Background: an optimization exercise with open tools, aiming at small area and few clock cycles. Do not read the settings as production practice.
Function not checked in this run: the RTL went through the layout flow alone.
Power and IR drop assume default switching activity.

`flow/run.sh`:
```
#!/bin/bash
# synth_recipe.tcl (not shown) runs the flow's synth.tcl, then flattens the netlist and writes it again
# the make line also repeats each setting of config.mk as NAME=value (left out here)
make -C /OpenROAD-flow-scripts/flow DESIGN_CONFIG=/design/flow/config.mk WORK_HOME=/design/flow/orfs CLKGATE_MAP_FILE= SYNTH_SCRIPT=/design/flow/synth_recipe.tcl finish
```
`flow/design.v`:
```
module alu #(
	parameter INST_W = 4,
	parameter INT_W  = 6,
	parameter FRAC_W = 10,
	parameter DATA_W = INT_W + FRAC_W
)(
	input                      i_clk,
	input                      i_rst_n,
	input                      i_in_valid,
	output                     o_busy,
	input         [INST_W-1:0] i_inst,
	input  signed [DATA_W-1:0] i_data_a,
	input  signed [DATA_W-1:0] i_data_b,
	output                     o_out_valid,
	output        [DATA_W-1:0] o_data
);
	wire [15:0] a = i_data_a;
	wire [15:0] b = i_data_b;
	wire [3:0]  op = i_inst;
	assign o_busy      = 1'b0;
	assign o_out_valid = i_in_valid & ~(op[3] & (op[2] | op[1]));
	reg [19:0] acc_d [0:15];
	reg [15:0] acc_v;
	wire [3:0]  idx    = a[3:0];
	wire [19:0] acc_rd = acc_v[idx] ? acc_d[idx] : 20'd0;
	wire [19:0] acc_nx = acc_rd + {{4{b[15]}}, b};
	wire        acc_we = i_in_valid & (op == 4'd3);
	always @(posedge i_clk or negedge i_rst_n)
		if (!i_rst_n)
			acc_v <= 16'd0;
		else if (acc_we)
			acc_v[idx] <= 1'b1;
	genvar g;
	generate for (g = 0; g < 16; g = g + 1) begin : g_acc
		always @(posedge i_clk)
			if (acc_we && idx == g)
				acc_d[g] <= acc_nx;
	end endgenerate
	wire acc_ovf = acc_nx[19] ? (acc_nx[18:15] != 4'hF) : (acc_nx[18:15] != 4'h0);
	wire [15:0] acc_res = acc_ovf ? {acc_nx[19], {15{~acc_nx[19]}}} : acc_nx[15:0];
	wire [15:0] sum  = a + b;
	wire [15:0] diff = a - b;
	wire add_ovf = (a[15] & b[15] & ~sum[15]) | (~a[15] & ~b[15] & sum[15]);
	wire sub_ovf = (a[15] & ~b[15] & ~diff[15]) | (~a[15] & b[15] & diff[15]);
	wire [15:0] add_res = add_ovf ? {~sum[15], {15{sum[15]}}} : sum;
	wire [15:0] sub_res = sub_ovf ? {~diff[15], {15{diff[15]}}} : diff;
	wire signed [31:0] prod = $signed(a) * $signed(b);
	wire [32:0] prod_r = {prod[31], prod} + 33'd512;
	wire mul_ovf = prod_r[32] ? (prod_r[31:25] != 7'h7F) : (prod_r[31:25] != 7'h00);
	wire [15:0] mul_res = mul_ovf ? {prod_r[32], {15{~prod_r[32]}}} : prod_r[25:10];
	wire signed [5:0] a_int = a[15:10];
	function [14:0] sp_sel;  
		input [15:0] x;
		reg signed [5:0] xi;
		begin
			xi = x[15:10];
			if (xi >= 6'sd2)       sp_sel = {2'd0, 13'd0};
			else if (xi >= 6'sd0)  sp_sel = {2'd1, {x[11:0], 1'b0} + 13'd2049};
			else if (xi >= -6'sd1) sp_sel = {2'd1, x[12:0] + 13'd2049};
			else if (xi >= -6'sd2) sp_sel = {2'd2, {x[11:0], 1'b0} + 13'd5124};
			else if (xi >= -6'sd3) sp_sel = {2'd2, x[12:0] + 13'd3076};
			else                   sp_sel = {2'd3, 13'd0};
		end
	endfunction
	wire [14:0] sp_kf = sp_sel(a);
	wire [1:0]  sp_k = sp_kf[14:13];
	wire [12:0] sp_f = sp_kf[12:0];
	wire [12:0] sp_q3 = sp_f / 13'd3;
	wire [12:0] sp_q9 = sp_f / 13'd9;
	wire [15:0] sp_res = (sp_k == 2'd0) ? a :
	                     (sp_k == 2'd1) ? {3'd0, sp_q3} :
	                     (sp_k == 2'd2) ? {3'd0, sp_q9} : 16'd0;
	wire [15:0] ars_res = $signed(a) >>> b;
	wire [15:0] rot_res = (b > 16'd16) ? 16'd0 : ((a << b[4:0]) | (a >> (5'd16 - b[4:0])));
	function [4:0] f_clz;
		input [15:0] x;
		integer j;
		begin
			f_clz = 5'd16;
			for (j = 0; j < 16; j = j + 1)
				if (x[j]) f_clz = 5'd15 - j;
		end
	endfunction
	wire [4:0] clz = f_clz(a);
	function [15:0] f_rev;
		input [15:0] x, y;
		integer j;
		begin
			f_rev = 16'd0;
			for (j = 0; j < 13; j = j + 1)
				f_rev[j] = (x[j +: 4] == y[(15 - j) -: 4]);
		end
	endfunction
	wire [15:0] rev_res = f_rev(a, b);
	function [15:0] f_res;
		input [3:0] o;
		input [15:0] r0, r1, r2, r3, r4, r5, r6, r7, r8, r9;
		case (o)
			4'd0: f_res = r0;
			4'd1: f_res = r1;
			4'd2: f_res = r2;
			4'd3: f_res = r3;
			4'd4: f_res = r4;
			4'd5: f_res = r5;
			4'd6: f_res = r6;
			4'd7: f_res = r7;
			4'd8: f_res = r8;
			4'd9: f_res = r9;
			default: f_res = 16'd0;
		endcase
	endfunction
	wire [15:0] res = f_res(op, add_res, sub_res, mul_res, acc_res, sp_res,
	                        a ^ b, ars_res, rot_res, {11'd0, clz}, rev_res);
	assign o_data = res;
endmodule
```
`flow/config.mk`:
```
export PLATFORM = sky130hd
export DESIGN_NAME = alu
export DESIGN_NICKNAME = alu
export VERILOG_FILES = /design/flow/design.v
export SDC_FILE = /design/flow/constraint.sdc
export NUM_CORES = 4
export LEC_CHECK = 0
export CAP_MARGIN = 20
export CORE_MARGIN = 2
export CORE_UTILIZATION = 45
export SLEW_MARGIN = 20
```
`flow/constraint.sdc`:
```
create_clock -name core_clock -period 10.0 [get_ports {i_clk}]
set_input_delay 2.0000 -clock core_clock [delete_from_list [all_inputs] [get_ports {i_clk}]]
set_output_delay 2.0000 -clock core_clock [all_outputs]
set_load 0.01 [all_outputs]
```
==> impl_metrics.tcl <==
set metrics [dict create \
    crit_type "primary input to primary output" \
    grt_pass1_vias 29300 \
    slowest_delay_ps 590 \
    finalPower_mw 14.0 \
    worstPathRequired_ps 8000 \
    final_area_sq_um 41000 \
    start_util_pct 45.3 \
    cts_tree "yes" \
    hp-class "register to register" \
    ir_worst_vdd_mv 0.885 \
    cp_num_buf_inv 12 \
    gr-usage-all-layers_pct 32.9 \
    synthFlopType "edfxtp_1" \
    ant_nets 0 \
    io_pins 57 \
    setup_viol 16 \
    synth_area_leaders "edfxtp_1 30%, fa_1 17%, ha_1 8.2%, inv_1 4.5%, nand2_1 3.0%" \
    synthesis.instances 3211 \
    wl_per_cell_microns 24.5 \
    ys_seq_elements 336 \
    holdPathEnd "acc_v[9]$_DFFE_PN0P_" \
    overflow 0 \
    critPathTopFamily "adder cells" \
    fin_skew_ps 24.2 \
    fmax_mhz 89.7 \
    slew_headroom_pct 20.6 \
    fin_crit_ps 11150 \
    vias 28700 \
    syn-num-nets 3729 \
    drt_pass1_iterations 6 \
    drt_wl_total_mm 118 \
    cts-hold-fix-buffers 0 \
    crit-reg2reg-launch "acc_v[15]$_DFFE_PN0P_" \
    area_delta_synth_final_pct 30.0 \
    endpoint_kind "primary output" \
    fin_cells 4833 \
    dp_cells 4697 \
    clk_latency_ps 580 \
    worst_pin_slew_ps 1180 \
    die_h_microns 269 \
    reg2regPathDepth 25 \
    fin_util_pct 58.9 \
    syn_area_sq_um 31500 \
    drive_gt1_share_pct 29.0 \
    status "failed layout checks" \
    r2r-end "acc_d[2][19]$_DFFE_PP_" \
    yosysUniqueCellTypes 118 \
    root_buffer "clkbuf_16" \
    violations "setup timing" \
    tns_ps -16140 \
    core_area_sq_um 69700 \
    antenna_found_initial 3 \
    final_hold_viol_count 0 \
    leakagePower_nw 17.5 \
    cp_slowest_cell "fa_1" \
    clock-sinks 336 \
    die_w_microns 269 \
    slew_viol_final 0 \
    via_per_inst 5.93 \
    grt_pass1_wl_mm 179 \
    pwr_density_cell_nw_per_um2 340 \
    synth_commonest_cells "374 x inv_1, 320 x edfxtp_1, 272 x fa_1" \
    numCtsBuffers 31 \
    dr.first_iter.drc_count 3126 \
    io_buffers 55 \
    routabilityCongestion 1.09 \
    drc 0 \
    diodes 0 \
    dpl.hpwl_mm 90.9 \
    arrival_ps 9150 \
    min_path_cells 1 \
    async_reset_ff_share_pct 4.76 \
    rsz0062_at_grt "yes" \
    synth-edff-count 320 \
    cp-start-kind "primary input" \
    grt_max_degree 51 \
    critical_path.max_fanout 7 \
    htreeDepth 1 \
    yosysMostFrequentCell "inv_1" \
    fin_crit_sh_pct 112 \
    r2r_slack_ps 4930 \
    synth_top_area_share_pct 30.5 \
    cts_buffer_depth 3 \
    cap_violations 0 \
    avgSynthCellArea_sq_um 9.82 \
    hp-start "acc_v[9]$_DFFE_PN0P_" \
    core.rowCount 97 \
    yosys_warnings 2 \
    cts.clk_slew.worst_paths_ps 60 \
    place_area_sq_um 37900 \
    synth_seq_area_share_pct 31.7 \
    yosysTopAreaCell "edfxtp_1" \
    die_area_sq_um 72200 \
    worst_slack_ps -1150 \
    fin_nets 4388 \
]
-- worst max-delay path by stage --
stage	start	end	slack, ps	cells after the start
final	i_data_a[10]	o_data[2]	-1150	33
after global placement	i_data_a[8]	o_data[2]	-2390	35
after global routing	i_data_b[9]	o_data[2]	-1370	33
after floorplan	i_data_a[15]	o_data[10]	-980	37
after detailed placement	i_data_a[8]	o_data[2]	-2550	35
after CTS	i_data_b[4]	o_data[2]	-1130	36
-- where the power goes --
group / total (mW) / internal, mW / switching [mW]
clock: 1.17 / 0.674 / 0.499
sequential: 1.62 / 1.62 / 0.00382
combinational: 11.2 / 5.51 / 5.65
total: 14.0 / 7.81 / 6.15
-- registers in the layout, indices dropped and copies added (netlist names) --
register / flops
acc_d: 320
acc_v: 16
-- routing by layer --
metal  track usage [%]  vias up  share of wire (%)
li1                  -    12800                  -
met1              45.5    14300                 42
met2              53.7     1260                 46
met3              3.75      221                7.4
met4              11.4        4                3.8
met5                 0        -              0.023
-- area by class of cell --
cell class / instances / area (sq um)
fill: 6049 / 28600
multi-input combinational: 2300 / 20600
sequential: 336 / 10000
timing repair buffer: 820 / 6820
inverter: 381 / 1440
tap: 940 / 1180
clock buffer: 39 / 806
clock inverter: 17 / 198
-- cell families after synthesis --
logic type      count (synthesis)  share of synthesized area [%]
compound gates                832                           18.5
xor+xnor                       71                           1.97
fa+ha+maj                     480                           25.5
buf+inv                       575                           7.13
flops                         336                           31.7
mux                            50                           1.98
other cells                     1                         0.0119
simple gates                  866                           13.2
-- cells in the final DEF, fill, tap and decap left out, types with 17 or more instances in the layout --
cell       count
a211oi_1      48
a21o_1        29
a21oi_1      143
a221oi_1      31
a222oi_1      26
a22o_1        25
a22oi_1       97
a31oi_1       19
and2_1        41
and3_1        24
buf_12        31
buf_2         22
buf_4        687
buf_6         53
clkbuf_16     31
edfxtp_1     320
fa_1         251
fa_2          21
ha_1         159
ha_4          39
inv_1        342
inv_2         31
mux2i_1       31
nand2_1      241
nand2b_1      32
nand3_1       87
nor2_1       218
nor3_1        52
nor4_1        20
o211ai_1      25
o21a_1        22
o21ai_0      139
o21ai_1       19
o22ai_1       26
or3_1         17
xnor2_1       53
-- per-stage QoR --
stage / hold slack [ps] / setup WS, ps
2_1_floorplan: 423 / -979
3_3_place_gp: 432 / -2390
3_5_place_dp: 443 / -2550
4_1_cts: 457 / -1130
5_1_grt: 471 / -1370
6_report: 453 / -1150
-- repair_timing --
action,4_1_cts,5_1_grt
endpoints found under the setup margin,16,16
pin swaps,145,53
cloned,1,0
resized for setup,437,68
buffers inserted,69,21

## what the ideal ports hide
No port has a modelled driver above. Below, the same layout with a new extraction and two added sets of constraints.
Step 1 sets driving cells, clkbuf_16 on the clock port and buf_2 on the other inputs (assumed; they add their load-dependent delay and slew).
Step 2 moves the port delays by t, midway between the first and last clock arrival at a register: inputs arrive t later, outputs are due t later. That takes back most of the time a late clock gives input paths.
a / b / c = no drivers / after step 1 / after step 2; a / b = the first two.
shift t [ns]: 0.614
slack for setup (ns): -1.154 / -1.188 / -1.188
latest minus earliest clock arrival (ns): 0.025 / 0.024
worst slew at a driven data input, ns: 0.12
pins driven straight from the clock port: 1
For this run, drivers alone change the setup slack by -0.034 ns; drivers and shift together by -0.034 ns.
